Background: an optimization exercise with open tools, aiming at a short achievable clock period and few clock cycles. Do not read the settings as production practice.
In this exercise RTL edits were held to simulation tests only and were not proved equivalent to the original.
Power figures rest on the tool's default switching activity, not on a simulated workload.

**constraint.sdc**
```tcl
create_clock -name core_clock -period 27.0 [get_ports {clk}]
set_input_delay 5.4000 -clock core_clock [delete_from_list [all_inputs] [get_ports {clk}]]
set_output_delay 5.4000 -clock core_clock [all_outputs]
set_load 0.01 [all_outputs]
```
**design.v**
```verilog
`timescale 1ns / 1ps
module RegisterFile (
    input  wire        clk,
    input  wire        clr,
    input  wire        we,
    input  wire [4:0]  wa,
    input  wire [31:0] wd,
    input  wire [31:1] sel1,
    input  wire [31:1] sel2,
    output reg  [31:0] rd1,
    output reg  [31:0] rd2
);
    reg [31:0] r [1:31];
    integer i;
    always @(posedge clk) begin
        for (i = 1; i < 32; i = i + 1) begin
            if (clr)
                r[i] <= 32'b0;
            else if (we && wa == i)
                r[i] <= wd;
        end
    end
    always @(*) begin
        rd1 = 32'b0;
        rd2 = 32'b0;
        for (i = 1; i < 32; i = i + 1) begin
            rd1 = rd1 | ({32{sel1[i]}} & r[i]);
            rd2 = rd2 | ({32{sel2[i]}} & r[i]);
        end
    end
endmodule
`timescale 1ns / 1ps
module TopLevelProcessor (
    input  wire        clk,
    input  wire        rst,
    output wire [31:0] imem_addr,
    input  wire [31:0] imem_rdata,
    output wire        dmem_we,
    output wire        dmem_re,
    output wire [31:0] dmem_addr,
    output wire [31:0] dmem_wdata,
    input  wire [31:0] dmem_rdata
);
    localparam NB = 4;    
    localparam NW = 2;    
    integer k;
    reg rst_q;
    always @(posedge clk) rst_q <= rst;
    reg  [31:0] pc_f;
    reg  [31:0]   ir;
    reg  [31:0]   pc_x;
    reg           v_x;
    reg           x_op, x_imm, x_ld, x_st, x_br, x_sub, x_wr;
    reg  [31:0]   x_immls;           
    reg  [31:1]   x_s1, x_s2;        
    reg           x_fw1, x_fw2;      
    reg           x_ldh;             
    reg           x_bh;              
    reg  [NW-1:0] x_bi;              
    reg         m_we, m_re, m_wen, m_ld;
    reg  [4:0]  m_rd;
    reg  [31:0] m_addr, m_wdata, m_res;
    reg            bv   [0:NB-1];
    reg  [9:0]     btag [0:NB-1];
    reg  [9:0]     btgt [0:NB-1];
    reg  [NW-1:0]  bptr;
    reg            u_v, u_set;
    reg  [NW-1:0]  u_idx;
    reg  [9:0]     u_tag, u_tgt;
    reg            p_hit;
    reg  [NW-1:0]  p_idx;
    reg  [9:0]     p_low;
    always @(*) begin
        p_hit = 1'b0;
        p_idx = {NW{1'b0}};
        p_low = 10'd0;
        for (k = 0; k < NB; k = k + 1) begin
            if (bv[k] && btag[k] == pc_f[11:2]) begin
                p_hit = 1'b1;
                p_idx = k[NW-1:0];
                p_low = p_low | btgt[k];
            end
        end
    end
    wire [31:0] p_tgt = {pc_f[31:12], p_low, pc_f[1:0]};
    wire [31:0] fi    = imem_rdata;
    wire [6:0]  f_opc = fi[6:0];
    wire [4:0]  f_rs1 = fi[19:15];
    wire [4:0]  f_rs2 = fi[24:20];
    wire f_op  = (f_opc == 7'b0110011);
    wire f_imm = (f_opc == 7'b0010011);
    wire f_ld  = (f_opc == 7'b0000011);
    wire f_st  = (f_opc == 7'b0100011);
    wire f_br  = (f_opc == 7'b1100011);
    wire f_use1 = f_op | f_imm | f_ld | f_st | f_br;
    wire f_use2 = f_op | f_st | f_br;
    wire f_wr  = (f_op | f_imm | f_ld) && (fi[11:7] != 5'd0);
    wire [31:0] f_immls = f_st ? {{20{fi[31]}}, fi[31:25], fi[11:7]}
                               : {{20{fi[31]}}, fi[31:20]};
    wire f_sub = fi[30] && (fi[14:12] == 3'b000);
    reg  [31:1] f_s1, f_s2;
    always @(*) begin
        for (k = 1; k < 32; k = k + 1) begin
            f_s1[k] = (f_rs1 == k);
            f_s2[k] = (f_rs2 == k);
        end
    end
    wire [2:0] f3 = ir[14:12];
    wire [4:0] rd = ir[11:7];
    wire [31:0] imm_b = {{19{ir[31]}}, ir[31], ir[7], ir[30:25], ir[11:8], 1'b0};
    wire [31:0] wb_data = m_ld ? dmem_rdata : m_res;
    wire [31:0] rf1, rf2;
    RegisterFile u_rf (
        .clk  (clk), .clr (rst_q),
        .we   (m_wen), .wa (m_rd), .wd (wb_data),
        .sel1 (x_s1), .sel2 (x_s2),
        .rd1  (rf1), .rd2 (rf2)
    );
    wire stall = v_x && x_ldh;
    wire go    = v_x && !x_ldh;
    wire [31:0] a = x_fw1 ? m_res : rf1;
    wire [31:0] b = x_fw2 ? m_res : rf2;
    wire [31:0] sum_rr = a + (x_sub ? ~b : b) + {31'b0, x_sub};
    wire [31:0] sum_ri = a + x_immls;
    reg  [31:0] op_res;
    always @(*) begin
        case (f3)
            3'b001:  op_res = a << b[4:0];
            3'b100:  op_res = a ^ b;
            3'b101:  op_res = a >> b[4:0];
            3'b110:  op_res = a | b;
            3'b111:  op_res = a & b;
            default: op_res = sum_rr;
        endcase
    end
    wire [31:0] res = x_op ? op_res : sum_ri;
    wire        taken  = x_br && (a == b);
    wire [31:0] target = pc_x + imm_b;
    wire [31:0] pc_x4  = pc_x + 32'd4;
    wire        bad_t  = go && (pc_f != target);    
    wire        bad_n  = go && (pc_f != pc_x4);     
    wire        redir  = taken ? bad_t : bad_n;
    wire [31:0] pred   = p_hit ? p_tgt : pc_f + 32'd4;
    wire [31:0] next_t = bad_t ? target : pred;
    wire [31:0] next_n = bad_n ? pc_x4  : pred;
    always @(posedge clk) begin
        if (rst) begin
            pc_f <= 32'b0;
            v_x  <= 1'b0;
            m_we <= 1'b0;
            m_re <= 1'b0;
            u_v  <= 1'b0;
            bptr <= {NW{1'b0}};
            for (k = 0; k < NB; k = k + 1) bv[k] <= 1'b0;
        end else begin
            if (!stall) begin
                pc_f <= taken ? next_t : next_n;
                v_x  <= !redir;
            end
            m_we <= go && x_st;
            m_re <= go && x_ld;
            u_v  <= redir && (taken || x_bh);
            if (redir && taken && !x_bh)
                bptr <= bptr + 1'b1;
            if (u_v)
                bv[u_idx] <= u_set;
        end
    end
    always @(posedge clk) begin
        u_set <= taken;
        u_idx <= x_bh ? x_bi : bptr;
        u_tag <= pc_x[11:2];
        u_tgt <= target[11:2];
        if (u_v && u_set) begin
            btag[u_idx] <= u_tag;
            btgt[u_idx] <= u_tgt;
        end
        if (!stall) begin
            ir      <= fi;
            pc_x    <= pc_f;
            x_op    <= f_op;
            x_imm   <= f_imm;
            x_ld    <= f_ld;
            x_st    <= f_st;
            x_br    <= f_br;
            x_sub   <= f_sub;
            x_wr    <= f_wr;
            x_immls <= f_immls;
            x_s1    <= f_s1;
            x_s2    <= f_s2;
            x_bh    <= p_hit;
            x_bi    <= p_idx;
        end
        x_fw1 <= go && x_wr && !x_ld && (rd == f_rs1);
        x_fw2 <= go && x_wr && !x_ld && (rd == f_rs2);
        x_ldh <= go && x_wr &&  x_ld && ((rd == f_rs1 && f_use1) || (rd == f_rs2 && f_use2));
        m_wen   <= go && x_wr;
        m_ld    <= go && x_ld;
        m_rd    <= rd;
        m_addr  <= sum_ri;
        m_wdata <= b;
        m_res   <= res;
    end
    assign imem_addr  = pc_f;
    assign dmem_we    = m_we;
    assign dmem_re    = m_re;
    assign dmem_addr  = m_addr;
    assign dmem_wdata = m_wdata;
endmodule
```
**config.mk**
```make
export PLATFORM = sky130hd
export DESIGN_NAME = TopLevelProcessor
export DESIGN_NICKNAME = TopLevelProcessor
export VERILOG_FILES = /design/flow/design.v
export SDC_FILE = /design/flow/constraint.sdc
export NUM_CORES = 4
export LEC_CHECK = 0
export CAP_MARGIN = 20
export CORE_MARGIN = 2
export CORE_UTILIZATION = 40
export CTS_CLUSTER_DIAMETER = 100
export CTS_CLUSTER_SIZE = 20
export PLACE_DENSITY = 0.6
export SLEW_MARGIN = 20
```
**standard.sh**
```bash
#!/bin/bash
# synth_recipe.tcl (not shown) runs the flow's synth.tcl, then flattens the netlist and writes it again
# the make line also repeats each setting of config.mk as NAME=value (left out here)
make -C /OpenROAD-flow-scripts/flow DESIGN_CONFIG=/design/flow/config.mk WORK_HOME=/design/flow/orfs CLKGATE_MAP_FILE= SYNTH_SCRIPT=/design/flow/synth_recipe.tcl "${@:-finish}"
```
**flow/run.sh**
```bash
#!/bin/bash
# The standard layout (standard.sh: standard synthesis, floorplan, place,
# CTS, route, finish), with the timing repair steps asked to leave extra setup
# slack so that they keep optimising the design's real paths. The SDC,
# clock period and every other setting are the standard flow's own.
set -euo pipefail
export SETUP_SLACK_MARGIN=${SETUP_MARGIN_NS:-20.5}
bash standard.sh > standard_flow.log 2>&1
```
==> results of run 1 <==
## per-layer routing
metal,vias up,share of wire,track usage,wire [um]
li1,29370,-,-,-
met1,33660,0.37,0.4916,132500
met2,6269,0.39,0.5244,139900
met3,1697,0.16,0.1508,55790
met4,25,0.085,0.2536,30490
met5,-,0.0011,0.005914,379
## power by group through the flow
stage	Combinational [uW]	Clock, uW	Sequential, uW
2_1_floorplan	231	0	2160
3_5_place_dp	366	0	2180
6_report	398	1350	2130
4_1_cts	375	1360	2130
5_1_grt	408	1420	2130
3_3_place_gp	365	0	2180
## worst reg2reg max path, cell delays in order (launching register included)
cell,delay [ps]
sky130_fd_sc_hd__edfxtp_1,1020
sky130_fd_sc_hd__buf_4,790
sky130_fd_sc_hd__a22oi_1,170
sky130_fd_sc_hd__nand4_1,150
sky130_fd_sc_hd__o32a_1,800
sky130_fd_sc_hd__ha_1,400
sky130_fd_sc_hd__nor4_1,960
sky130_fd_sc_hd__nand4_1,270
sky130_fd_sc_hd__or4_1,590
sky130_fd_sc_hd__buf_4,270
sky130_fd_sc_hd__nand2b_1,190
sky130_fd_sc_hd__o211ai_2,350
sky130_fd_sc_hd__a221oi_1,510
sky130_fd_sc_hd__a21oi_1,110
## sequential cells by signal, indices dropped and copies added (netlist names), 31 cells and up
name	count
m_addr	32
btag	40
u_rf.r	992
pc_f	32
m_res	32
x_s2	31
m_wdata	32
pc_x	32
btgt	40
x_s1	31
## Yosys cell counts (all sizes together), types with 27 or more instances
cell type and n:
nor2 1225, a22o 338, o32a 62, a31oi 38
edfxtp 207, a21oi 248, xnor2 157, inv 129
a22oi 340, a21o 46, and3 41, dfxtp 1160
nand2 294, ha 158, a211oi 1024, xor2 93
clkbuf 675, and2 48, nand3 147, a221oi 348
buf 97, nand2b 43, nor3 72, o21ai 171
mux2i 174, nor2b 34, nand4 179, nor4 27
## how the worst max path moves through the flow
stage | end | slack [ps] | cells after the start
2_1_floorplan | x_immls[0] | 20460 | 5
3_3_place_gp | x_immls[3] | 19680 | 6
3_5_place_dp | x_immls[3] | 19670 | 6
4_1_cts | imem_addr[22] | 20230 | 2
5_1_grt | imem_addr[22] | 20230 | 2
6_report | imem_addr[22] | 20270 | 2
## layout make-up
class / instances / area, um^2
repair inverters: 1 / 5.005
well taps: 2325 / 2909
clock buffers: 104 / 2230
flip-flops and latches: 1367 / 29610
multi-input cells: 5589 / 37730
inverters: 130 / 503.0
diodes: 18 / 45.04
repair buffers: 448 / 3882
fillers: 17070 / 97130
clock inverters: 13 / 165.2
## through the flow
stage	worst slack, ps	total power, uW	hold WS (ps)
after floorplan	20460	2389	371.1
after global placement	19680	2543	428.9
after detailed placement	19670	2546	452.0
after CTS	20230	3859	480.8
after global routing	20230	3963	500.1
final	20270	3883	478.0
## what timing repair did
item	in CTS	in global routing
setup endpoints to repair	132	125
hold buffers	0	0
gates resized for setup	545	61
gates cloned	0	1
setup buffers	39	7
pin swaps	0	1
## logic make-up (layout without fill, tap and decap cells)
logic type	Yosys count	count (layout)
DFF	1367	1367
other	0	18
adders and majority gates	161	161
muxes	199	199
xor gates and xnor gates	259	259
AOI/OAI and AO/OA	2782	2782
and+or+nand+nor	2188	2188
buffers and inverters	902	696
==> tab_implementation.tex, run 1 <==
\begin{tabular}{lr}
\hline
Metric & Value \\
\hline
\multicolumn{2}{l}{\textbf{Synthesis}} \\
Proportion of synthesized chip area in sequential cells & 0.4194 \\
Post-Synth XOR/XNOR Area & 0.03410 \\
Fraction of synthesized area in multiplexers & 0.02882 \\
Synth Area in Compound Gates & 0.2994 \\
Most area-hungry cell type in the Yosys netlist & sky130\_fd\_sc\_hd\_\_dfxtp\_1 \\
Largest family of logic cells by synthesized area & compound AO/OA/AOI/OAI gates \\
Number of enable flip-flop cells after synthesis & around 210 \\
Async set or reset register ratio after synthesis & 0 \\
Count of different cell masters after synthesis & 100 \\
Adder and majority cell fraction of the synthesized area & 0.02902 \\
Biggest area contributors in the synthesized netlist & sky130\_fd\_sc\_hd\_\_dfxtp\_1 33\%, sky130\_fd\_sc\_hd\_\_a211oi\_1 11\%, sky130\_fd\_sc\_hd\_\_edfxtp\_1 8.9\% \\
Synthesized area divided by synthesized cell count & approximately 9 um\^{}2 \\
Simple-gate share of the synthesized area & 0.1396 \\
Area of the mapped netlist & approximately 70000 um\^{}2 \\
Post-synthesis sequential element count & $\sim$1400 \\
Synth warnings & 3 \\
Top\_reg\_cell synth & sky130\_fd\_sc\_hd\_\_dfxtp\_1 \\
Net count after synthesis & 8085 \\
Gate Count Post-Synth & 7858 \\
Area share of the leading cell type in the synthesized netlist & 0.3308 \\
\multicolumn{2}{l}{\textbf{Cells and area}} \\
Number of non-filler instances in the completed layout & 9995 \\
Proportion of layout cells with a drive suffix above 1 & 0.09527 \\
Leading cell types in the layout, fill and taps excluded & 1191 x sky130\_fd\_sc\_hd\_\_nor2\_1, 1081 x sky130\_fd\_sc\_hd\_\_dfxtp\_1, 1021 x sky130\_fd\_sc\_hd\_\_a211oi\_1 \\
Layout Nets & 7846 \\
Most common cell after layout, fill and taps aside & sky130\_fd\_sc\_hd\_\_nor2\_1 \\
End-of-flow core utilization & 0.4425 \\
Synth-to-layout area growth & 9.805\% \\
Post-route design area & 77080 um\^{}2 \\
\multicolumn{2}{l}{\textbf{CTS}} \\
CTS Sinks & approximately 1400 \\
Total CTS buffers & 82 \\
Skew-Pair Late Insertion Delay & 780 ps \\
Deepest clock path buffer count & 3 \\
Clock-pin slew on the worst setup and hold paths & roughly 90 ps \\
\# H-tree levels & 3 \\
Clock Tree Root & sky130\_fd\_sc\_hd\_\_clkbuf\_16 \\
Clock tree from TritonCTS & done \\
\multicolumn{2}{l}{\textbf{Min path}} \\
Worst hold endpoint & u\_idx[0] \\
Class of the most critical hold timing path & flip-flop to flip-flop \\
Critical hold path startpoint & x\_bi[0] \\
Hold depth & 2 \\
\multicolumn{2}{l}{\textbf{Timing}} \\
Achievable clock frequency & 148.7 MHz \\
TNS Setup & 0 ps \\
Final hold violation count & 0 \\
Unrepaired setup endpoints after global routing & true \\
Shortest period the worst path allows & 6726 ps \\
Clock skew after layout & 70.16 ps \\
Slew Limit Headroom & 0.1570 \\
Worst Max-Slew Pin Slew & 1262 ps \\
Count of endpoints failing setup in the final report & 0 \\
Final worst-path cycle share & 0.2491 \\
Total count of max-transition violations in the final report & 0 \\
\multicolumn{2}{l}{\textbf{Placement}} \\
Weighted congestion reported at the end of routability-driven placement & around 1 \\
Placed cell area & 73950 um\^{}2 \\
Placed Cells incl. Taps & 9812 \\
Port bufs & $\sim$160 \\
Detailed placer's ending HPWL & 211900 um \\
\multicolumn{2}{l}{\textbf{Floorplanning}} \\
Initial core utilization & 0.4030 \\
Die Width & 422.9 um \\
I/O pin total & 164 \\
Die area & 178900 um\^{}2 \\
Die Span Y & 422.9 um \\
Area inside the core boundary & 174200 um\^{}2 \\
Std cell rows & 153 \\
\multicolumn{2}{l}{\textbf{Run}} \\
Max capacitance violation total & 0 \\
\multicolumn{2}{l}{\textbf{Routing}} \\
Total via count after detailed routing & 71020 \\
Pre-Repair DR Iteration Count & 12 \\
Wirelength, routed & 359100 um \\
DR DRC count & 0 \\
Wirelength per Cell & 35.93 um \\
Antenna-violating nets left & 0 \\
Number of vias per cell & 7.106 \\
DRC violation total after the first TritonRoute iteration & roughly 15000 \\
\multicolumn{2}{l}{\textbf{Power}} \\
Switching power total & 1078 uW \\
Register share of total power & 0.549 \\
Worst ir drop on vdd & 0.04827 mV \\
Part of the total power dissipated in combinational logic & 0.102 \\
Cell Pwr Density & 50.38 nW/um\^{}2 \\
Internal cell power & roughly 2800 uW \\
Share of power burned in the clock network & 0.349 \\
Leakage power & 0.02601 uW \\
Switching Fraction & 0.2777 \\
\multicolumn{2}{l}{\textbf{Critical path}} \\
Endpoint required time on the critical path & 21600 ps \\
Endpoint of the worst-slack reg-to-reg timing path & pc\_f[22] \\
Critical Path Source Type & flip-flop \\
Arrival time of the worst setup path & 1330 ps \\
Buf/Inv on CP & 2 \\
CP max stage delay & 330 ps \\
Crit path max-delay cell type & sky130\_fd\_sc\_hd\_\_dfxtp\_2 \\
Register-to-register path setup slack & about 20000 ps \\
Critical Path End Type & output pin \\
Type of the setup path with the least slack & flip-flop to output pin \\
Top delay family on crit path & flip-flops \\
Startpoint of the worst-slack reg-to-reg timing path & x\_s1[23] \\
Worst R2R Path Depth & 13 \\
Critical path peak fanout & 2 \\
Critical path cell sequence & buf\_8 > buf\_6 \\
Launch point of the critical path & pc\_f[22] \\
\multicolumn{2}{l}{\textbf{Run status}} \\
Run status & finished clean \\
\multicolumn{2}{l}{\textbf{Global routing}} \\
Largest net degree at the start of global routing & 188 \\
Total global-route track usage & 0.3825 \\
Antenna violations before repair & 16 \\
Via count of the first global-routing pass & 64640 \\
First-pass GRT wire length & between 400000 and 500000 um \\
Remaining Overflow, GRT & 0 \\
\hline
\end{tabular}
Testbench counts, summed over its fixed seeds: cycles 14,986.
==> run 2, diff against run 1 <==
--- a/design.v
+++ b/design.v
@@ -1,31 +1,53 @@
 `timescale 1ns / 1ps
-module RegisterFile (
-    input  wire        clk,
-    input  wire        clr,
-    input  wire        we,
-    input  wire [4:0]  wa,
-    input  wire [31:0] wd,
-    input  wire [31:1] sel1,
-    input  wire [31:1] sel2,
-    output reg  [31:0] rd1,
-    output reg  [31:0] rd2
-);
-    reg [31:0] r [1:31];
-    integer i;
-    always @(posedge clk) begin
-        for (i = 1; i < 32; i = i + 1) begin
-            if (clr)
-                r[i] <= 32'b0;
-            else if (we && wa == i)
-                r[i] <= wd;
-        end
-    end
-    always @(*) begin
-        rd1 = 32'b0;
-        rd2 = 32'b0;
-        for (i = 1; i < 32; i = i + 1) begin
-            rd1 = rd1 | ({32{sel1[i]}} & r[i]);
-            rd2 = rd2 | ({32{sel2[i]}} & r[i]);
-        end
-    end
+module FastAdd #(parameter W = 13, parameter L = 4) (
+    input  wire [W-1:0] a,
+    input  wire [W-1:0] b,
+    output wire [W-1:0] s,
+    output wire         co
+);
+    wire [W-1:0] g [0:L];
+    wire [W-1:0] p [0:L];
+    assign g[0] = a & b;
+    assign p[0] = a ^ b;
+    genvar i, j;
+    generate
+        for (i = 0; i < L; i = i + 1) begin : lvl
+            for (j = 0; j < W; j = j + 1) begin : bit_
+                if (j >= (1 << i)) begin : m
+                    assign g[i+1][j] = g[i][j] | (p[i][j] & g[i][j - (1 << i)]);
+                    assign p[i+1][j] = p[i][j] & p[i][j - (1 << i)];
+                end else begin : c
+                    assign g[i+1][j] = g[i][j];
+                    assign p[i+1][j] = p[i][j];
+                end
+            end
+        end
+    endgenerate
+    assign s  = p[0] ^ {g[L][W-2:0], 1'b0};
+    assign co = g[L][W-1];
+endmodule
+module IncDec #(parameter W = 19) (
+    input  wire [W-1:0] x,
+    output wire [W-1:0] p1,
+    output wire [W-1:0] m1
+);
+    assign p1 = x + 1'b1;
+    assign m1 = x - 1'b1;
+endmodule
+module NextPc (
+    input  wire        late,
+    input  wire [31:0] late_pc,
+    input  wire        use_f,
+    input  wire        sign,
+    input  wire [12:0] f_lo,
+    input  wire        f_co,
+    input  wire [18:0] pc_hi,
+    input  wire [18:0] pc_hi_p1,
+    input  wire [18:0] pc_hi_m1,
+    input  wire [31:0] early_pc,
+    output wire [31:0] pc_next
+);
+    wire [18:0] f_hi  = (sign == f_co) ? pc_hi : (f_co ? pc_hi_p1 : pc_hi_m1);
+    wire [31:0] inner = use_f ? {f_hi, f_lo} : early_pc;
+    assign pc_next = late ? late_pc : inner;
 endmodule
@@ -107,2 +129,9 @@
     end
+    wire f_jmp = f_br && (f_rs1 == f_rs2);
+    wire [31:0] f_immb = {{19{fi[31]}}, fi[31], fi[7], fi[30:25], fi[11:8], 1'b0};
+    wire [12:0] f_lo;
+    wire        f_co;
+    FastAdd #(.W(13), .L(4)) u_flo (.a(pc_f[12:0]), .b(f_immb[12:0]), .s(f_lo), .co(f_co));
+    wire [18:0] pc_hi_p1, pc_hi_m1;
+    IncDec #(.W(19)) u_fhi (.x(pc_f[31:13]), .p1(pc_hi_p1), .m1(pc_hi_m1));
     wire [2:0] f3 = ir[14:12];
@@ -111,9 +140,20 @@
     wire [31:0] wb_data = m_ld ? dmem_rdata : m_res;
-    wire [31:0] rf1, rf2;
-    RegisterFile u_rf (
-        .clk  (clk), .clr (rst_q),
-        .we   (m_wen), .wa (m_rd), .wd (wb_data),
-        .sel1 (x_s1), .sel2 (x_s2),
-        .rd1  (rf1), .rd2 (rf2)
-    );
+    reg  [31:0] rf [1:31];
+    always @(posedge clk) begin
+        for (k = 1; k < 32; k = k + 1) begin
+            if (rst_q)
+                rf[k] <= 32'b0;
+            else if (m_wen && m_rd == k)
+                rf[k] <= wb_data;
+        end
+    end
+    reg  [31:0] rf1, rf2;
+    always @(*) begin
+        rf1 = 32'b0;
+        rf2 = 32'b0;
+        for (k = 1; k < 32; k = k + 1) begin
+            rf1 = rf1 | ({32{x_s1[k]}} & rf[k]);
+            rf2 = rf2 | ({32{x_s2[k]}} & rf[k]);
+        end
+    end
     wire stall = v_x && x_ldh;
@@ -142,8 +182,18 @@
     wire        redir  = taken ? bad_t : bad_n;
-    wire [31:0] pred   = p_hit ? p_tgt : pc_f + 32'd4;
-    wire [31:0] next_t = bad_t ? target : pred;
-    wire [31:0] next_n = bad_n ? pc_x4  : pred;
+    wire [31:0] base   = p_hit ? p_tgt : pc_f + 32'd4;
+    wire        late   = rst || redir;
+    wire [31:0] late_pc = rst ? 32'b0 : (taken ? target : pc_x4);
+    wire        use_f  = f_jmp && !stall;
+    wire [31:0] early_pc = stall ? pc_f : base;
+    wire [31:0] pc_next;
+    NextPc u_npc (
+        .late (late), .late_pc (late_pc),
+        .use_f (use_f), .sign (fi[31]), .f_lo (f_lo), .f_co (f_co),
+        .pc_hi (pc_f[31:13]), .pc_hi_p1 (pc_hi_p1), .pc_hi_m1 (pc_hi_m1),
+        .early_pc (early_pc),
+        .pc_next (pc_next)
+    );
+    always @(posedge clk) pc_f <= pc_next;
     always @(posedge clk) begin
         if (rst) begin
-            pc_f <= 32'b0;
             v_x  <= 1'b0;
@@ -155,6 +205,4 @@
         end else begin
-            if (!stall) begin
-                pc_f <= taken ? next_t : next_n;
+            if (!stall)
                 v_x  <= !redir;
-            end
             m_we <= go && x_st;
==> flow/run.sh (replaced) <==
#!/bin/bash
# The standard layout (standard.sh: standard synthesis, floorplan, place,
# CTS, route, finish) with two changes to how it is made: the timing repair
# steps are asked to leave extra setup slack so that they keep optimising the
# design's real paths, and the port buffers are a plain buffer cell that the
# repair steps can size. The SDC, clock period and every other setting are
# the standard flow's own. The make output goes to standard_flow.log; each ORFS step logs
# to orfs/logs/.
set -euo pipefail
export SETUP_SLACK_MARGIN=${SETUP_MARGIN_NS:-20.4}
export BUFFER_PORTS_ARGS="-buffer_cell sky130_fd_sc_hd__buf_4"
bash standard.sh > standard_flow.log 2>&1
--- a/config.mk
+++ b/config.mk
@@ -9,6 +9,8 @@
 export CORE_MARGIN = 2
-export CORE_UTILIZATION = 40
+export CORE_UTILIZATION = 25
 export CTS_CLUSTER_DIAMETER = 100
 export CTS_CLUSTER_SIZE = 20
-export PLACE_DENSITY = 0.6
+export PLACE_DENSITY = 0.45
 export SLEW_MARGIN = 20
+export SYNTH_HIERARCHICAL = 1
+export SYNTH_MINIMUM_KEEP_SIZE = 0
==> run 2 against run 1 <==
  * Die area rose by 61%
  * Sequential cell count did not move
  * Largest cell class unchanged
  * Synthesized cell count rose by 0.92%
  * Design area rose by 9.2%
  * Clock power rose by 15%
  * Combinational power rose by about 20%
  * Hold slack improved by 8.8 ps
  * Still clean on timing, DRC and antenna
  * Fmax fell by 2.1%
  * First-iteration DRC count fell by 17%
  * Sequential power barely moved
  * Cell count rose by 17%
  * Non-clock buffer count rose by 155
==> tab_implementation.tex, run 2 <==
\begin{tabular}{lr}
\hline
Metric & Value \\
\hline
\multicolumn{2}{l}{\textbf{Timing}} \\
Achievable clock frequency & 145.5 MHz (-2.1\%) \\
Clock skew after layout & 101.0 ps (+30.81 ps) \\
Unrepaired setup endpoints after global routing & true \\
Worst Max-Slew Pin Slew & 1226 ps (-35.68 ps) \\
Count of endpoints failing setup in the final report & 0 (unchanged) \\
Shortest period the worst path allows & 6872 ps (+146.2 ps) \\
TNS Setup & 0 ps (unchanged) \\
Total count of max-transition violations in the final report & 0 (unchanged) \\
Final hold violation count & 0 (unchanged) \\
Slew Limit Headroom & 0.1789 (+0.02197) \\
Final worst-path cycle share & 0.2545 (+0.005415) \\
\multicolumn{2}{l}{\textbf{Floorplanning}} \\
Initial core utilization & 0.2515 (-0.1514) \\
Std cell rows & 195 (+27\%) \\
Die Span Y & 536.9 um (+27\%) \\
I/O pin total & 164 (unchanged) \\
Die Width & 536.9 um (+27\%) \\
Die area & 288300 um\^{}2 (+61\%) \\
Area inside the core boundary & 282300 um\^{}2 (+62\%) \\
\multicolumn{2}{l}{\textbf{Critical path}} \\
Critical Path Source Type & flip-flop \\
Startpoint of the worst-slack reg-to-reg timing path & x\_fw1 \\
Endpoint required time on the critical path & 27720 ps (+6120 ps) \\
Register-to-register path setup slack & 20130 ps (-200 ps) \\
Worst R2R Path Depth & 23 (+10) \\
Critical path peak fanout & 17 (+15) \\
Arrival time of the worst setup path & 7590 ps (+6260 ps) \\
Endpoint of the worst setup timing path & pc\_f[17] \\
Launch point of the critical path & x\_fw1 \\
Type of the setup path with the least slack & flip-flop to flip-flop \\
Critical Path End Type & flip-flop \\
Endpoint of the worst-slack reg-to-reg timing path & pc\_f[17] \\
\multicolumn{2}{l}{\textbf{Cells and area}} \\
Leading cell types in the layout, fill and taps excluded & 1200 x sky130\_fd\_sc\_hd\_\_nor2\_1, 1058 x sky130\_fd\_sc\_hd\_\_dfxtp\_1, 1023 x sky130\_fd\_sc\_hd\_\_a211oi\_1 \\
Max reg flops & 992 (unchanged) \\
End-of-flow core utilization & 0.2982 (-0.1442) \\
Regs by FF count & rf: 992 flops, btag: 40 flops, btgt: 40 flops \\
Top register by number of flip-flops & rf \\
Most common cell after layout, fill and taps aside & sky130\_fd\_sc\_hd\_\_nor2\_1 \\
Synth-to-layout area growth & 18.56\% \\
Post-route design area & 84180 um\^{}2 (+9.2\%) \\
Number of non-filler instances in the completed layout & 11670 (+17\%) \\
Layout Nets & 8103 (+3.3\%) \\
Proportion of layout cells with a drive suffix above 1 & 0.1465 (+0.05122) \\
\multicolumn{2}{l}{\textbf{Routing}} \\
Pre-Repair DR Iteration Count & 10 (-2) \\
Antenna-violating nets left & 0 (unchanged) \\
Wirelength per Cell & 35.11 um (-2.3\%) \\
DR DRC count & 0 (unchanged) \\
Number of vias per cell & 6.115 (-14\%) \\
Total via count after detailed routing & 71330 (+0.43\%) \\
DRC violation total after the first TritonRoute iteration & 12220 (-17\%) \\
Wirelength, routed & 409600 um (+14\%) \\
\multicolumn{2}{l}{\textbf{Synthesis}} \\
Proportion of synthesized chip area in sequential cells & 0.4146 (-0.004774) \\
Biggest area contributors in the synthesized netlist & sky130\_fd\_sc\_hd\_\_dfxtp\_1 33\%, sky130\_fd\_sc\_hd\_\_a211oi\_1 11\%, sky130\_fd\_sc\_hd\_\_edfxtp\_1 8.8\% \\
Most used standard cells in the synthesized netlist & 1237 x sky130\_fd\_sc\_hd\_\_nor2\_1, 1160 x sky130\_fd\_sc\_hd\_\_dfxtp\_1, 1025 x sky130\_fd\_sc\_hd\_\_a211oi\_1 \\
Top\_reg\_cell synth & sky130\_fd\_sc\_hd\_\_dfxtp\_1 \\
Number of enable flip-flop cells after synthesis & 207 (unchanged) \\
Area of the mapped netlist & 71000 um\^{}2 (+1.2\%) \\
Gate Count Post-Synth & 7930 (+0.92\%) \\
Most area-hungry cell type in the Yosys netlist & sky130\_fd\_sc\_hd\_\_dfxtp\_1 \\
Async set or reset register ratio after synthesis & 0 (unchanged) \\
Area share of the leading cell type in the synthesized netlist & 0.3271 (-0.003766) \\
Net count after synthesis & 8173 (+1.1\%) \\
Synth warnings & 9 (+6) \\
Count of different cell masters after synthesis & 114 (+14\%) \\
Synthesized area divided by synthesized cell count & 8.954 um\^{}2 (+0.23\%) \\
Cell with the most instances after synthesis & sky130\_fd\_sc\_hd\_\_nor2\_1 \\
Post-synthesis sequential element count & 1367 (unchanged) \\
\multicolumn{2}{l}{\textbf{Power}} \\
Power Total & 4165 uW (+7.3\%) \\
Worst ir drop on vdd & 0.05936 mV (+23\%) \\
Leakage power & 0.02869 uW (+10\%) \\
Cell Pwr Density & 49.48 nW/um\^{}2 (-1.8\%) \\
\multicolumn{2}{l}{\textbf{CTS}} \\
CTS Sinks & 1367 (unchanged) \\
Deepest clock path buffer count & 3 (unchanged) \\
Clock Tree Root & sky130\_fd\_sc\_hd\_\_clkbuf\_16 \\
\# H-tree levels & 3 (unchanged) \\
Total CTS buffers & 91 (+11\%) \\
Clock tree from TritonCTS & done \\
Clock-pin slew on the worst setup and hold paths & 90 ps (about the same) \\
Skew-Pair Late Insertion Delay & 820 ps (+40 ps) \\
\multicolumn{2}{l}{\textbf{Placement}} \\
Placed cell area & 76870 um\^{}2 (+3.9\%) \\
Detailed placer's ending HPWL & 254400 um (+20\%) \\
Placed Cells incl. Taps & 11370 (+16\%) \\
Weighted congestion reported at the end of routability-driven placement & 0.9825 (-1.9\%) \\
Port bufs & 163 (unchanged) \\
\multicolumn{2}{l}{\textbf{Global routing}} \\
Via count of the first global-routing pass & 65650 (+1.6\%) \\
Antenna violations before repair & 25 (+9) \\
Total global-route track usage & 0.2695 (-0.1131) \\
Largest net degree at the start of global routing & 97 (-48\%) \\
First-pass GRT wire length & 550600 um (+11\%) \\
Remaining Overflow, GRT & 0 (unchanged) \\
\multicolumn{2}{l}{\textbf{Run}} \\
Max capacitance violation total & 0 (unchanged) \\
\multicolumn{2}{l}{\textbf{Run status}} \\
Run status & finished clean \\
\multicolumn{2}{l}{\textbf{Min path}} \\
Class of the most critical hold timing path & flip-flop to flip-flop \\
\hline
\end{tabular}
## run 2: cell types whose count changed after synthesis, sizes merged, moves of 20 or more
cell	delta
o32a	-27
nand4	-24
nor3	+38
mux2i	+53
and2	-20
inv	+21
nand2	-43
## run 2: what timing repair did
| action | 4_1_cts | 5_1_grt |
|---|---|---|
| setup endpoints to repair | 143 | 136 |
| gates cloned | 21 | 9 |
| pin swaps | 20 | 52 |
| buffers inserted | 69 | 39 |
| gates resized for setup | 428 | 271 |
| hold buffers | 0 | 0 |
## run 2: worst min-delay path by stage
| stage | cells after the start | startpoint | end | slack (ps) |
|---|---|---|---|---|
| final | 0 | u_tgt[0] | btgt[2][0] | 490 |
| after global placement | 0 | u_tgt[3] | btgt[1][3] | 450 |
| after global routing | 0 | u_tgt[6] | btgt[1][6] | 500 |
| after detailed placement | 0 | u_tgt[2] | btgt[1][2] | 460 |
| after CTS | 0 | u_tgt[2] | btgt[0][2] | 490 |
| after floorplan | 2 | x_bi[1] | u_idx[1] | 420 |
## run 2: where the power goes
group | total [uW] | switching [uW] | leakage (uW) | internal (uW)
Clock | 1550 | 851 | 0.00143 | 699
Sequential | 2140 | 41.5 | 0.0117 | 2090
Combinational | 479 | 307 | 0.0156 | 172
## run 2: metrics by stage
step / hold WS [ps] / worst slack (ps)
after floorplan: 421.5 / 19830
after global placement: 449.1 / 17100
after detailed placement: 461.4 / 17560
after CTS: 487.2 / 20190
after global routing: 502.3 / 20140
final: 486.8 / 20130
## run 2: routing by layer
layer,global-route usage,vias up,wire length [um]
li1,-,29950,-
met3,0.09376,1320,51350
met2,0.3810,5252,163200
met1,0.3558,34780,165800
met4,0.1456,30,28910
met5,0,-,288
## run 2: worst max-delay path, stage by stage, from the launching register on
cell and delay (ps):
sky130_fd_sc_hd__dfxtp_2 950, sky130_fd_sc_hd__inv_4 390, sky130_fd_sc_hd__buf_4 460, sky130_fd_sc_hd__o32a_1 270, sky130_fd_sc_hd__buf_4 240, sky130_fd_sc_hd__ha_4 270, sky130_fd_sc_hd__nor4_4 400, sky130_fd_sc_hd__nand4_1 220
sky130_fd_sc_hd__or3_4 480, sky130_fd_sc_hd__buf_16 190, sky130_fd_sc_hd__mux2i_4 180, sky130_fd_sc_hd__xor2_1 170, sky130_fd_sc_hd__nand3_1 100, sky130_fd_sc_hd__or4_4 500, sky130_fd_sc_hd__nor4_4 160, sky130_fd_sc_hd__nand4_1 120
sky130_fd_sc_hd__or4_4 540, sky130_fd_sc_hd__a211oi_4 230, sky130_fd_sc_hd__o21bai_4 150, sky130_fd_sc_hd__buf_12 170, sky130_fd_sc_hd__nor2_4 140, sky130_fd_sc_hd__buf_12 150, sky130_fd_sc_hd__a22oi_1 80, sky130_fd_sc_hd__o21ai_2 90
## run 2: kinds of logic (layout without fill, tap and decap cells)
logic type,count (synthesis),in the layout,synth area share
AND/OR/NAND/NOR,2156,2157,0.1366
other,1,11,0.00005281
adder cells (fa/ha/maj),177,177,0.03161
multiplexers,264,264,0.03803
flip-flops,1367,1367,0.4146
buffers and inverters,920,900,0.05082
AO/OA/AOI/OAI,2775,2776,0.2946
XOR/XNOR,270,270,0.03369
## run 2: Yosys stat by module (local to each module, per instance), excerpt
module,copies in the design,flops+latches,cells,cell area [um^2]
TopLevelProcessor,1,1367,7597,68350
NextPc,1,0,153,1300
## run 2: cell type report
cell class | count | area, um^2
fill | 29360 | 198100
multi-input combinational | 5645 | 39610
inverter | 152 | 584.3
antenna | 10 | 25.02
tap | 3743 | 4683
sequential | 1367 | 29650
clock buffer | 111 | 2414
clock inverter | 34 | 531.8
timing repair buffer | 603 | 6683
Testbench counts of run 2, summed over its fixed seeds: cycles 14,746.
==> run 3, diff against run 2 <==
--- a/design.v
+++ b/design.v
@@ -28,10 +28,2 @@
 endmodule
-module IncDec #(parameter W = 19) (
-    input  wire [W-1:0] x,
-    output wire [W-1:0] p1,
-    output wire [W-1:0] m1
-);
-    assign p1 = x + 1'b1;
-    assign m1 = x - 1'b1;
-endmodule
 module NextPc (
@@ -40,8 +32,3 @@
     input  wire        use_f,
-    input  wire        sign,
-    input  wire [12:0] f_lo,
-    input  wire        f_co,
-    input  wire [18:0] pc_hi,
-    input  wire [18:0] pc_hi_p1,
-    input  wire [18:0] pc_hi_m1,
+    input  wire [31:0] f_tgt,
     input  wire [31:0] early_pc,
@@ -49,5 +36,12 @@
 );
-    wire [18:0] f_hi  = (sign == f_co) ? pc_hi : (f_co ? pc_hi_p1 : pc_hi_m1);
-    wire [31:0] inner = use_f ? {f_hi, f_lo} : early_pc;
+    wire [31:0] inner = use_f ? f_tgt : early_pc;
     assign pc_next = late ? late_pc : inner;
+endmodule
+module Hold #(parameter W = 31) (
+    input  wire         hold,
+    input  wire [W-1:0] q,
+    input  wire [W-1:0] d,
+    output wire [W-1:0] o
+);
+    assign o = hold ? q : d;
 endmodule
@@ -134,4 +128,2 @@
     FastAdd #(.W(13), .L(4)) u_flo (.a(pc_f[12:0]), .b(f_immb[12:0]), .s(f_lo), .co(f_co));
-    wire [18:0] pc_hi_p1, pc_hi_m1;
-    IncDec #(.W(19)) u_fhi (.x(pc_f[31:13]), .p1(pc_hi_p1), .m1(pc_hi_m1));
     wire [2:0] f3 = ir[14:12];
@@ -159,2 +151,5 @@
     wire stall = v_x && x_ldh;
+    wire [31:1] s1_n, s2_n;
+    Hold #(.W(31)) u_h1 (.hold(stall), .q(x_s1), .d(f_s1), .o(s1_n));
+    Hold #(.W(31)) u_h2 (.hold(stall), .q(x_s2), .d(f_s2), .o(s2_n));
     wire go    = v_x && !x_ldh;
@@ -176,3 +171,7 @@
     wire [31:0] res = x_op ? op_res : sum_ri;
-    wire        taken  = x_br && (a == b);
+    wire        e_rr   = (rf1 == rf2);
+    wire        e_mr   = (m_res == rf2);
+    wire        e_rm   = (rf1 == m_res);
+    wire        eq     = x_fw1 ? (x_fw2 || e_mr) : (x_fw2 ? e_rm : e_rr);
+    wire        taken  = x_br && eq;
     wire [31:0] target = pc_x + imm_b;
@@ -190,4 +189,3 @@
         .late (late), .late_pc (late_pc),
-        .use_f (use_f), .sign (fi[31]), .f_lo (f_lo), .f_co (f_co),
-        .pc_hi (pc_f[31:13]), .pc_hi_p1 (pc_hi_p1), .pc_hi_m1 (pc_hi_m1),
+        .use_f (use_f), .f_tgt ({pc_f[31:13], f_lo}),
         .early_pc (early_pc),
@@ -236,4 +234,2 @@
             x_immls <= f_immls;
-            x_s1    <= f_s1;
-            x_s2    <= f_s2;
             x_bh    <= p_hit;
@@ -241,2 +237,4 @@
         end
+        x_s1 <= s1_n;
+        x_s2 <= s2_n;
         x_fw1 <= go && x_wr && !x_ld && (rd == f_rs1);
==> run 3 against run 2 <==
  * Sequential share of layout area grew 1.1 points
  * Register-to-register slack improved by 300 ps
  * Sequential cell count unchanged
  * Hold slack got worse by 25 ps
  * Wire length decreased by 0.44%
  * Sequential power hardly changed
  * Core utilization fell by 1.3 points
  * Largest cell class unchanged
==> tab_implementation.tex, run 3 <==
\begin{tabular}{lr}
\hline
Metric & Value \\
\hline
\multicolumn{2}{l}{\textbf{Global routing}} \\
Via count of the first global-routing pass & 65940 (+0.43\%) \\
Total global-route track usage & 0.2725 (+0.003018) \\
Antenna violations before repair & 22 (-12\%) \\
Largest net degree at the start of global routing & 93 (-4.1\%) \\
Remaining Overflow, GRT & 0 (unchanged) \\
First-pass GRT wire length & 554500 um (+0.71\%) \\
\multicolumn{2}{l}{\textbf{Cells and area}} \\
Post-route design area & 80240 um\^{}2 (-4.7\%) \\
End-of-flow core utilization & 0.2847 (-0.01348) \\
Top register by number of flip-flops & rf \\
Number of non-filler instances in the completed layout & 11650 (-0.14\%) \\
Proportion of layout cells with a drive suffix above 1 & 0.1280 (-0.01851) \\
Leading cell types in the layout, fill and taps excluded & 1264 x sky130\_fd\_sc\_hd\_\_nor2\_1, 1062 x sky130\_fd\_sc\_hd\_\_dfxtp\_1, 1010 x sky130\_fd\_sc\_hd\_\_a211oi\_1 \\
Layout Nets & 8106 (+0.037\%) \\
Max reg flops & 992 (unchanged) \\
Regs by FF count & rf: 992 flops, btag: 40 flops, btgt: 40 flops \\
Synth-to-layout area growth & 13.51\% \\
Most common cell after layout, fill and taps aside & sky130\_fd\_sc\_hd\_\_nor2\_1 \\
Number of fill cells & 29820 (+1.5\%) \\
\multicolumn{2}{l}{\textbf{Timing}} \\
Count of endpoints failing setup in the final report & 0 (unchanged) \\
Final setup margin & 20290 ps (+165.2 ps) \\
Final hold violation count & 0 (unchanged) \\
Slew Limit Headroom & 0.2148 (+0.03584) \\
Total count of max-transition violations in the final report & 0 (unchanged) \\
Worst Max-Slew Pin Slew & 1153 ps (-72.68 ps) \\
Clock skew after layout & 71.55 ps (-29.42 ps) \\
Shortest period the worst path allows & 6707 ps (-165.2 ps) \\
Unrepaired setup endpoints after global routing & true \\
TNS Setup & 0 ps (unchanged) \\
Final worst-path cycle share & 0.2484 (-0.006119) \\
Achievable clock frequency & 149.1 MHz (+2.5\%) \\
\multicolumn{2}{l}{\textbf{Routing}} \\
Number of vias per cell & 6.126 (+0.19\%) \\
Wirelength per Cell & 35.01 um (-0.30\%) \\
Pre-Repair DR Iteration Count & 12 (+2) \\
Antenna-violating nets left & 0 (unchanged) \\
DR DRC count & 0 (unchanged) \\
Wirelength, routed & 407800 um (-0.44\%) \\
Total via count after detailed routing & 71370 (+0.053\%) \\
DRC violation total after the first TritonRoute iteration & 12380 (+1.3\%) \\
\multicolumn{2}{l}{\textbf{Min path}} \\
Hold depth & 2 (+2) \\
Class of the most critical hold timing path & flip-flop to flip-flop \\
\multicolumn{2}{l}{\textbf{Synthesis}} \\
Gate Count Post-Synth & 8098 (+2.1\%) \\
Area of the mapped netlist & 70690 um\^{}2 (-0.44\%) \\
Net count after synthesis & 8339 (+2.0\%) \\
Synth warnings & 9 (unchanged) \\
Synthesized area divided by synthesized cell count & 8.730 um\^{}2 (-2.5\%) \\
\multicolumn{2}{l}{\textbf{Critical path}} \\
Endpoint of the worst setup timing path & dmem\_wdata[15] \\
Critical path cell sequence & buf\_6 \\
Register-to-register path setup slack & 20430 ps (+300 ps) \\
Top delay family on crit path & flip-flops \\
CP max stage delay & 420 ps (-530 ps) \\
Startpoint of the worst-slack reg-to-reg timing path & x\_s2[1] \\
Type of the setup path with the least slack & flip-flop to output pin \\
Buf/Inv on CP & 1 (-5) \\
Stages on worst setup path & 1 (-96\%) \\
Critical Path Source Type & flip-flop \\
Crit path max-delay cell type & sky130\_fd\_sc\_hd\_\_dfxtp\_4 \\
Critical path peak fanout & 1 (-16) \\
Worst R2R Path Depth & 22 (-4.3\%) \\
Critical Path End Type & output pin \\
Launch point of the critical path & m\_wdata[15] \\
Arrival time of the worst setup path & 1310 ps (-6280 ps) \\
Endpoint required time on the critical path & 21600 ps (-6120 ps) \\
Endpoint of the worst-slack reg-to-reg timing path & pc\_f[26] \\
\multicolumn{2}{l}{\textbf{Placement}} \\
Placed cell area & 76140 um\^{}2 (-0.95\%) \\
Weighted congestion reported at the end of routability-driven placement & 0.9895 (+0.71\%) \\
Placed Cells incl. Taps & 11490 (+1.0\%) \\
Post-Place Setup Slack & 19400 ps (+1846 ps) \\
Port bufs & 163 (unchanged) \\
Detailed placer's ending HPWL & 263300 um (+3.5\%) \\
\multicolumn{2}{l}{\textbf{Floorplanning}} \\
Std cell rows & 195 (unchanged) \\
Initial core utilization & 0.2509 (-0.0006745) \\
I/O pin total & 164 (unchanged) \\
Die Span Y & 535.8 um (-0.22\%) \\
Area inside the core boundary & 281800 um\^{}2 (-0.17\%) \\
Die Width & 535.8 um (-0.22\%) \\
Die area & 287000 um\^{}2 (-0.44\%) \\
\multicolumn{2}{l}{\textbf{Power}} \\
Leakage power & 0.02646 uW (-7.8\%) \\
Cell Pwr Density & 49.06 nW/um\^{}2 (-0.84\%) \\
Worst ir drop on vdd & 0.04534 mV (-24\%) \\
\multicolumn{2}{l}{\textbf{Run}} \\
Max capacitance violation total & 0 (unchanged) \\
\multicolumn{2}{l}{\textbf{CTS}} \\
Clock Tree Root & sky130\_fd\_sc\_hd\_\_clkbuf\_16 \\
Total CTS buffers & 83 (-8.8\%) \\
Skew-Pair Late Insertion Delay & 780 ps (-40 ps) \\
Clock tree from TritonCTS & done \\
Clock-pin slew on the worst setup and hold paths & 100 ps (about the same) \\
\# H-tree levels & 3 (unchanged) \\
CTS Sinks & 1367 (unchanged) \\
Deepest clock path buffer count & 3 (unchanged) \\
\multicolumn{2}{l}{\textbf{Run status}} \\
Run status & finished clean \\
\hline
\end{tabular}
[run 3: changes by cell type in the layout (fill, tap and decap cells not counted), moves of 35 or more]
cell / delta
sky130_fd_sc_hd__a22oi_1: +346
sky130_fd_sc_hd__a22o_1: -202
sky130_fd_sc_hd__a221oi_1: -189
sky130_fd_sc_hd__nand2_1: +123
sky130_fd_sc_hd__mux2_2: +91
sky130_fd_sc_hd__a21oi_1: -71
sky130_fd_sc_hd__a222oi_1: +65
sky130_fd_sc_hd__mux2i_1: -64
sky130_fd_sc_hd__nor2_1: +64
sky130_fd_sc_hd__edfxtp_1: -62
sky130_fd_sc_hd__and2_1: +48
sky130_fd_sc_hd__buf_4: -48
sky130_fd_sc_hd__dfxtp_2: +36
sky130_fd_sc_hd__buf_12: -35
[run 3: routing by layer]
| layer | up-vias | GRT usage | share of wire |
|---|---|---|---|
| met1 | 35000 | 0.3725 | 0.42 |
| li1 | 29940 | - | - |
| met5 | - | 0.001832 | 0.00061 |
| met4 | 28 | 0.1314 | 0.061 |
| met3 | 1273 | 0.07861 | 0.11 |
| met2 | 5129 | 0.3887 | 0.40 |
[run 3: stage by stage]
stage,hold slack [ps],power (uW)
after detailed placement,452.7,2556
after global placement,452.6,2554
after floorplan,408.5,2370
after CTS,475.1,3925
after global routing,495.7,4030
final,461.6,3937
[run 3: cell type report]
class	instances	area, um^2	share of cell area
timing repair buffer	452	4219	0.05258
multi-input combinational	5833	39250	0.4892
clock inverter	14	224.0	0.002791
inverter	128	491.7	0.006128
sequential	1367	29160	0.3634
clock buffer	98	2176	0.02712
antenna	14	35.03	0.0004366
tap	3743	4683	0.05837
[run 3: worst min path at each step]
stage                     startpoint          to  slack [ps]
after floorplan             pc_x[11]    u_tag[9]         410
after global placement      u_tgt[2]  btgt[2][2]         450
after detailed placement     x_bi[1]    u_idx[1]         450
after CTS                    x_bi[1]    u_idx[1]         480
after global routing         x_bi[1]    u_idx[1]         500
final                        x_bi[1]    u_idx[1]         460
[run 3: power by group]
group	switching [uW]	internal, uW	total [uW]
clock network	801	595	1400
logic	286	124	410
registers	52.9	2080	2130
[run 3: repair_timing]
item / in CTS / in global routing
resized for setup: 315 / 85
cloned: 0 / 0
pin swaps: 1 / 7
hold buffers: 0 / 0
setup buffers: 23 / 3
setup endpoints to repair: 150 / 145
Testbench counts of run 3, summed over its fixed seeds: cycles 14,746.
==> run 4, diff against run 3 <==
--- a/design.v
+++ b/design.v
@@ -31,3 +31,6 @@
     input  wire [31:0] late_pc,
-    input  wire        use_f,
+    input  wire        stall,
+    input  wire        f_jmp,
+    input  wire        f_zjmp,
+    input  wire        x_zero,
     input  wire [31:0] f_tgt,
@@ -36,2 +39,3 @@
 );
+    wire        use_f = (f_jmp || (f_zjmp && x_zero)) && !stall;
     wire [31:0] inner = use_f ? f_tgt : early_pc;
@@ -46,2 +50,9 @@
     assign o = hold ? q : d;
+endmodule
+module SumZero (
+    input  wire [31:0] a,
+    input  wire [31:0] b,
+    output wire        z
+);
+    assign z = (((a ^ b) ^ {(a[30:0] | b[30:0]), 1'b0}) == 32'd0);
 endmodule
@@ -184,3 +195,6 @@
     wire [31:0] late_pc = rst ? 32'b0 : (taken ? target : pc_x4);
-    wire        use_f  = f_jmp && !stall;
+    wire sum_zero;
+    SumZero u_sz (.a(a), .b(x_immls), .z(sum_zero));
+    wire x_zero = go && x_wr && x_imm && sum_zero;
+    wire f_zjmp = f_br && ((f_rs2 == 5'd0 && f_rs1 == rd) || (f_rs1 == 5'd0 && f_rs2 == rd));
     wire [31:0] early_pc = stall ? pc_f : base;
@@ -189,3 +203,4 @@
         .late (late), .late_pc (late_pc),
-        .use_f (use_f), .f_tgt ({pc_f[31:13], f_lo}),
+        .stall (stall), .f_jmp (f_jmp), .f_zjmp (f_zjmp), .x_zero (x_zero),
+        .f_tgt ({pc_f[31:13], f_lo}),
         .early_pc (early_pc),
==> run 4 against run 3 <==
  * Still clean on timing, DRC and antenna
  * Clock-buffer cell count up 5
  * Sequential cell count rose by 1
  * Critical path depth increased by 1
  * Sequential share of layout area decreased by 0.43 points
  * Critical path type unchanged
  * Critical endpoint is now imem_addr[6]
  * Largest power group unchanged
  * Highest routed layer unchanged
==> tab_implementation.tex, run 4 <==
\begin{tabular}{lr}
\hline
Metric & Value \\
\hline
\multicolumn{2}{l}{\textbf{Cells and area}} \\
Top register by number of flip-flops & rf \\
Layout Nets & 8139 (+0.41\%) \\
Proportion of layout cells with a drive suffix above 1 & 0.1364 (+0.008472) \\
Number of non-filler instances in the completed layout & 11670 (+0.15\%) \\
Area of combinational cells with multiple inputs & 39430 um\^{}2 (+0.45\%) \\
Synth-to-layout area growth & 14.99\% \\
End-of-flow core utilization & 0.2888 (+0.004050) \\
Combined flip-flop and latch cell area & 29230 um\^{}2 (+0.23\%) \\
Most common cell after layout, fill and taps aside & sky130\_fd\_sc\_hd\_\_nor2\_1 \\
Leading cell types in the layout, fill and taps excluded & 1267 x sky130\_fd\_sc\_hd\_\_nor2\_1, 1060 x sky130\_fd\_sc\_hd\_\_dfxtp\_1, 1022 x sky130\_fd\_sc\_hd\_\_a211oi\_1 \\
Max reg flops & 992 (unchanged) \\
Number of fill cells & 29850 (+0.13\%) \\
Regs by FF count & rf: 992 flops, btag: 40 flops, btgt: 40 flops \\
\multicolumn{2}{l}{\textbf{CTS}} \\
Clock tree from TritonCTS & done \\
Skew-Pair Late Insertion Delay & 840 ps (+60 ps) \\
Deepest clock path buffer count & 3 (unchanged) \\
Clock-pin slew on the worst setup and hold paths & 90 ps (about the same) \\
CTS Sinks & 1368 (+0.073\%) \\
Total CTS buffers & 91 (+9.6\%) \\
\# H-tree levels & 3 (unchanged) \\
Clock Tree Root & sky130\_fd\_sc\_hd\_\_clkbuf\_16 \\
Post-CTS Hold Buffers & 0 (unchanged) \\
\multicolumn{2}{l}{\textbf{Timing}} \\
Achievable clock frequency & 147.5 MHz (-1.1\%) \\
Worst Max-Slew Pin Slew & 1235 ps (+81.65 ps) \\
Count of endpoints failing setup in the final report & 0 (unchanged) \\
Unrepaired setup endpoints after global routing & true \\
Worst hold margin & 467.9 ps (+6.259 ps) \\
Slew Limit Headroom & 0.1737 (-0.04105) \\
Clock skew after layout & 98.93 ps (+27.38 ps) \\
Total count of max-transition violations in the final report & 0 (unchanged) \\
Final worst-path cycle share & 0.2511 (+0.002715) \\
Shortest period the worst path allows & 6780 ps (+73.30 ps) \\
Final hold violation count & 0 (unchanged) \\
TNS Setup & 0 ps (unchanged) \\
\multicolumn{2}{l}{\textbf{Routing}} \\
DRC violation total after the first TritonRoute iteration & 11330 (-8.4\%) \\
DR DRC count & 0 (unchanged) \\
Total via count after detailed routing & 70210 (-1.6\%) \\
Pre-Repair DR Iteration Count & 13 (+1) \\
Wirelength, routed & 413900 um (+1.5\%) \\
Wirelength per Cell & 35.48 um (+1.4\%) \\
Number of vias per cell & 6.018 (-1.8\%) \\
Antenna-violating nets left & 0 (unchanged) \\
\multicolumn{2}{l}{\textbf{Critical path}} \\
Critical path peak fanout & 2 (+1) \\
Endpoint required time on the critical path & 21600 ps (about the same) \\
Critical Path End Type & output pin \\
Critical Path Source Type & flip-flop \\
Top delay family on crit path & flip-flops \\
Buf/Inv on CP & 2 (+1) \\
Type of the setup path with the least slack & flip-flop to output pin \\
Crit path max-delay cell type & sky130\_fd\_sc\_hd\_\_dfxtp\_2 \\
CP max stage delay & 330 ps (-90 ps) \\
Arrival time of the worst setup path & 1380 ps (+70 ps) \\
Critical path cell sequence & buf\_8 > buf\_6 \\
\multicolumn{2}{l}{\textbf{Run status}} \\
Run status & finished clean \\
\multicolumn{2}{l}{\textbf{Global routing}} \\
Via count of the first global-routing pass & 65090 (-1.3\%) \\
Largest net degree at the start of global routing & 190 (+100\%) \\
Total global-route track usage & 0.2767 (+0.004175) \\
Remaining Overflow, GRT & 0 (unchanged) \\
First-pass GRT wire length & 560000 um (+1.0\%) \\
Antenna violations before repair & 22 (unchanged) \\
\multicolumn{2}{l}{\textbf{Synthesis}} \\
Area of the mapped netlist & 70770 um\^{}2 (+0.11\%) \\
Synthesized area divided by synthesized cell count & 8.799 um\^{}2 (+0.80\%) \\
Net count after synthesis & 8315 (-0.29\%) \\
Gate Count Post-Synth & 8043 (-0.68\%) \\
Synth warnings & 9 (unchanged) \\
\multicolumn{2}{l}{\textbf{Floorplanning}} \\
Die Span Y & 536.1 um (about the same) \\
Initial core utilization & 0.2511 (+0.0002797) \\
Die Width & 536.1 um (about the same) \\
Area inside the core boundary & 281800 um\^{}2 (unchanged) \\
Die area & 287400 um\^{}2 (+0.11\%) \\
Std cell rows & 195 (unchanged) \\
I/O pin total & 164 (unchanged) \\
\multicolumn{2}{l}{\textbf{Power}} \\
Leakage power & 0.02720 uW (+2.8\%) \\
Worst ir drop on vdd & 0.04499 mV (-0.77\%) \\
Power Total & 4057 uW (+3.1\%) \\
Cell Pwr Density & 49.85 nW/um\^{}2 (+1.6\%) \\
\multicolumn{2}{l}{\textbf{Placement}} \\
Detailed placer's ending HPWL & 273100 um (+3.7\%) \\
Weighted congestion reported at the end of routability-driven placement & 0.9713 (-1.8\%) \\
Placed Cells incl. Taps & 11450 (-0.36\%) \\
Port bufs & 163 (unchanged) \\
\multicolumn{2}{l}{\textbf{Min path}} \\
Class of the most critical hold timing path & flip-flop to flip-flop \\
\multicolumn{2}{l}{\textbf{Run}} \\
Max capacitance violation total & 0 (unchanged) \\
\hline
\end{tabular}
-- run 4: tightest hold or removal path: cells and delay by family (launching register included) --
family | cells | cell delay, ps
flops | 1 | 330
compound gates | 1 | 70
simple gates | 1 | 40
-- run 4: timing repair --
item                       in CTS  in global routing
gates resized for setup       344                128
setup endpoints to repair     149                141
pin swaps                      10                 14
setup buffers                  38                 24
hold endpoints to repair        0                  0
gates cloned                    4                  0
-- run 4: path summary, 6_finish.rpt --
kind / start / endpoint / slack, ps / depth (start not counted)
worst max-delay path: pc_f[6] / imem_addr[6] / 20220 / 2
worst min register to register: x_bi[0] / u_idx[0] / 470 / 2
worst min-delay path: x_bi[0] / u_idx[0] / 470 / 2
worst max register to register: x_s2[23] / pc_f[8] / 20430 / 21
-- run 4: per-stage QoR --
step,setup WS (ps),cell area (um^2)
after floorplan,19800,70890
after global placement,18020,76090
after detailed placement,18220,76360
after CTS,20160,80630
after global routing,20160,81360
final,20220,81380
-- run 4: layout make-up --
cell class,count,area share
clock buffers,103,0.02878
well taps,3743,0.05755
flip-flops and latches,1368,0.3592
diodes,8,0.0002460
repair buffers,461,0.05436
inverters,193,0.008917
multi-input cells,5752,0.4845
clock inverters,38,0.006503
-- run 4: routing by layer --
| layer | part of all wire | global-route usage |
|---|---|---|
| met5 | 0.00014 | 0 |
| met4 | 0.061 | 0.1359 |
| met3 | 0.10 | 0.06494 |
| met1 | 0.42 | 0.3755 |
| met2 | 0.42 | 0.4083 |
-- run 4: report_power, final --
group | internal [uW] | switching, uW | total (uW) | leakage (uW)
registers | 2080 | 49.6 | 2130 | 0.0115
clock network | 661 | 859 | 1520 | 0.00139
logic | 129 | 280 | 409 | 0.0144
total | 2870 | 1190 | 4060 | 0.0272
Testbench counts of run 4, summed over its fixed seeds: cycles 14,566.
==> run 5, diff against run 4 <==
--- a/design.v
+++ b/design.v
@@ -31,6 +31,3 @@
     input  wire [31:0] late_pc,
-    input  wire        stall,
-    input  wire        f_jmp,
-    input  wire        f_zjmp,
-    input  wire        x_zero,
+    input  wire        use_f,
     input  wire [31:0] f_tgt,
@@ -39,3 +36,2 @@
 );
-    wire        use_f = (f_jmp || (f_zjmp && x_zero)) && !stall;
     wire [31:0] inner = use_f ? f_tgt : early_pc;
@@ -50,9 +46,2 @@
     assign o = hold ? q : d;
-endmodule
-module SumZero (
-    input  wire [31:0] a,
-    input  wire [31:0] b,
-    output wire        z
-);
-    assign z = (((a ^ b) ^ {(a[30:0] | b[30:0]), 1'b0}) == 32'd0);
 endmodule
@@ -152,9 +141,9 @@
     end
-    reg  [31:0] rf1, rf2;
-    always @(*) begin
-        rf1 = 32'b0;
-        rf2 = 32'b0;
+    reg  [31:0] a, b;
+    always @(*) begin
+        a = {32{x_fw1}} & m_res;
+        b = {32{x_fw2}} & m_res;
         for (k = 1; k < 32; k = k + 1) begin
-            rf1 = rf1 | ({32{x_s1[k]}} & rf[k]);
-            rf2 = rf2 | ({32{x_s2[k]}} & rf[k]);
+            a = a | ({32{x_s1[k]}} & rf[k]);
+            b = b | ({32{x_s2[k]}} & rf[k]);
         end
@@ -162,8 +151,8 @@
     wire stall = v_x && x_ldh;
+    wire go    = v_x && !x_ldh;
+    wire fw1_n = go && x_wr && !x_ld && (rd == f_rs1);
+    wire fw2_n = go && x_wr && !x_ld && (rd == f_rs2);
     wire [31:1] s1_n, s2_n;
-    Hold #(.W(31)) u_h1 (.hold(stall), .q(x_s1), .d(f_s1), .o(s1_n));
-    Hold #(.W(31)) u_h2 (.hold(stall), .q(x_s2), .d(f_s2), .o(s2_n));
-    wire go    = v_x && !x_ldh;
-    wire [31:0] a = x_fw1 ? m_res : rf1;
-    wire [31:0] b = x_fw2 ? m_res : rf2;
+    Hold #(.W(31)) u_h1 (.hold(stall), .q(x_s1), .d(f_s1 & {31{!fw1_n}}), .o(s1_n));
+    Hold #(.W(31)) u_h2 (.hold(stall), .q(x_s2), .d(f_s2 & {31{!fw2_n}}), .o(s2_n));
     wire [31:0] sum_rr = a + (x_sub ? ~b : b) + {31'b0, x_sub};
@@ -182,6 +171,3 @@
     wire [31:0] res = x_op ? op_res : sum_ri;
-    wire        e_rr   = (rf1 == rf2);
-    wire        e_mr   = (m_res == rf2);
-    wire        e_rm   = (rf1 == m_res);
-    wire        eq     = x_fw1 ? (x_fw2 || e_mr) : (x_fw2 ? e_rm : e_rr);
+    wire        eq     = (a == b);
     wire        taken  = x_br && eq;
@@ -195,6 +181,3 @@
     wire [31:0] late_pc = rst ? 32'b0 : (taken ? target : pc_x4);
-    wire sum_zero;
-    SumZero u_sz (.a(a), .b(x_immls), .z(sum_zero));
-    wire x_zero = go && x_wr && x_imm && sum_zero;
-    wire f_zjmp = f_br && ((f_rs2 == 5'd0 && f_rs1 == rd) || (f_rs1 == 5'd0 && f_rs2 == rd));
+    wire        use_f  = f_jmp && !stall;
     wire [31:0] early_pc = stall ? pc_f : base;
@@ -203,4 +186,3 @@
         .late (late), .late_pc (late_pc),
-        .stall (stall), .f_jmp (f_jmp), .f_zjmp (f_zjmp), .x_zero (x_zero),
-        .f_tgt ({pc_f[31:13], f_lo}),
+        .use_f (use_f), .f_tgt ({pc_f[31:13], f_lo}),
         .early_pc (early_pc),
@@ -254,4 +236,4 @@
         x_s2 <= s2_n;
-        x_fw1 <= go && x_wr && !x_ld && (rd == f_rs1);
-        x_fw2 <= go && x_wr && !x_ld && (rd == f_rs2);
+        x_fw1 <= fw1_n;
+        x_fw2 <= fw2_n;
         x_ldh <= go && x_wr &&  x_ld && ((rd == f_rs1 && f_use1) || (rd == f_rs2 && f_use2));
--- a/config.mk
+++ b/config.mk
@@ -9,6 +9,6 @@
 export CORE_MARGIN = 2
-export CORE_UTILIZATION = 25
+export CORE_UTILIZATION = 35
 export CTS_CLUSTER_DIAMETER = 100
 export CTS_CLUSTER_SIZE = 20
-export PLACE_DENSITY = 0.45
+export PLACE_DENSITY = 0.55
 export SLEW_MARGIN = 20
==> run 5 against run 4 <==
  * Sequential power hardly changed
  * First-iteration DRC count is 10% higher
  * Core utilization is 11 points higher
  * Critical path depth stayed put
  * Wire length is 5.2% lower
  * Critical path type unchanged
  * Clock-buffer cell count is 3 higher
  * Sequential cell count is 1 lower
  * Combinational power is 8.8% lower
  * Setup slack better by 40 ps
  * Design area is 3.3% lower
  * Largest power group unchanged
==> tab_implementation.tex, run 5 <==
\begin{tabular}{lr}
\hline
Metric & Value \\
\hline
\multicolumn{2}{l}{\textbf{Routing}} \\
Antenna-violating nets left & 0 (unchanged) \\
Pre-Repair DR Iteration Count & 8 (-5) \\
Wirelength per Cell & 37.62 um (+6.0\%) \\
DRC violation total after the first TritonRoute iteration & 12520 (+10\%) \\
\multicolumn{2}{l}{\textbf{Cells and area}} \\
Top register by number of flip-flops & rf \\
Regs by FF count & rf: 992 flops, btag: 40 flops, btgt: 40 flops \\
Max reg flops & 992 (unchanged) \\
Synth-to-layout area growth & 12.88\% \\
Layout Nets & 7973 (-2.0\%) \\
\multicolumn{2}{l}{\textbf{Floorplanning}} \\
Initial core utilization & 0.3528 (+0.1017) \\
Die Width & 450.3 um (-16\%) \\
Area inside the core boundary & 197600 um\^{}2 (-30\%) \\
\multicolumn{2}{l}{\textbf{Timing}} \\
Achievable clock frequency & 148.4 MHz (+0.60\%) \\
Count of endpoints failing setup in the final report & 0 (unchanged) \\
TNS Setup & 0 ps (unchanged) \\
Shortest period the worst path allows & 6740 ps (-40.20 ps) \\
Final hold violation count & 0 (unchanged) \\
Total count of max-transition violations in the final report & 0 (unchanged) \\
\multicolumn{2}{l}{\textbf{Run status}} \\
Run status & finished clean \\
\multicolumn{2}{l}{\textbf{CTS}} \\
Clock-pin slew on the worst setup and hold paths & 90 ps (about the same) \\
CTS Sinks & 1367 (-0.073\%) \\
Skew-Pair Late Insertion Delay & 810 ps (-30 ps) \\
\# H-tree levels & 3 (unchanged) \\
\multicolumn{2}{l}{\textbf{Global routing}} \\
Remaining Overflow, GRT & 0 (unchanged) \\
Total global-route track usage & 0.3707 (+0.09400) \\
Antenna violations before repair & 7 (-68\%) \\
\multicolumn{2}{l}{\textbf{Critical path}} \\
Critical path peak fanout & 2 (unchanged) \\
Endpoint required time on the critical path & 21600 ps (about the same) \\
Arrival time of the worst setup path & 1340 ps (-40 ps) \\
\multicolumn{2}{l}{\textbf{Placement}} \\
Placed cell area & 73740 um\^{}2 (-3.4\%) \\
Weighted congestion reported at the end of routability-driven placement & 0.9885 (+1.8\%) \\
Port bufs & 163 (unchanged) \\
Detailed placer's ending HPWL & 248000 um (-9.2\%) \\
\multicolumn{2}{l}{\textbf{Synthesis}} \\
Net count after synthesis & 8166 (-1.8\%) \\
\hline
\end{tabular}
## run 5: worst max-delay path, cell delays in order (launching register included)
cell,delay [ps]
sky130_fd_sc_hd__dfxtp_2,330
sky130_fd_sc_hd__buf_8,120
sky130_fd_sc_hd__buf_6,110
## run 5: per-stage QoR
step	power, uW	std cells	worst slack, ps	hold WS [ps]
final	3964	10430	20260	487.3
after global routing	4063	10430	20220	498.3
after CTS	3956	10380	20210	481.1
after detailed placement	2517	10210	18770	460.8
after global placement	2517	10210	18890	450.3
after floorplan	2358	7925	20080	371.1
## run 5: path summary, 6_finish.rpt
kind | startpoint | to | depth (start not counted)
worst max-delay path | pc_f[3] | imem_addr[3] | 2
worst min-delay path | x_bi[0] | u_idx[0] | 1
worst max register to register | x_s1[24] | pc_f[24] | 21
worst min register to register | x_bi[0] | u_idx[0] | 1
## run 5: layer usage
metal | part of all wire | wire (um) | vias to the layer above
met5 | 0 | 0 | -
met1 | 0.41 | 159600 | 34310
met2 | 0.41 | 161600 | 5029
li1 | - | - | 29580
met4 | 0.068 | 26640 | 0
met3 | 0.11 | 44500 | 1294
## run 5: what timing repair did
action / in CTS / in global routing
resized for setup: 394 / 88
pin swaps: 5 / 10
buffers inserted: 34 / 35
gates cloned: 1 / 1
endpoints found under the setup margin: 138 / 133
## run 5: layout make-up
class / count / area, um^2 / share of cell area
Clock buffer: 106 / 2354 / 0.02990
Tap cell: 2640 / 3303 / 0.04197
Antenna cell: 14 / 35.03 / 0.0004451
Sequential cell: 1367 / 29230 / 0.3714
Timing Repair Buffer: 467 / 4481 / 0.05693
Clock inverter: 28 / 365.4 / 0.004642
Multi-Input combinational cell: 5686 / 38430 / 0.4882
Timing Repair inverter: 1 / 8.758 / 0.0001113
Inverter: 121 / 500.5 / 0.006359
## run 5: power by group
part | switching, uW | internal, uW
clock | 816 | 648
combinational | 255 | 118
sequential | 53.0 | 2070
total | 1120 | 2840
Testbench counts of run 5, summed over its fixed seeds: cycles 14,746.

Setup slack of run 5, layout unchanged: 20.260 ns with ideal ports, 20.170 ns with driving cells assumed (clock clkbuf_16, inputs buf_2), 19.661 ns with port delays also shifted by the 0.867 ns mid clock arrival.
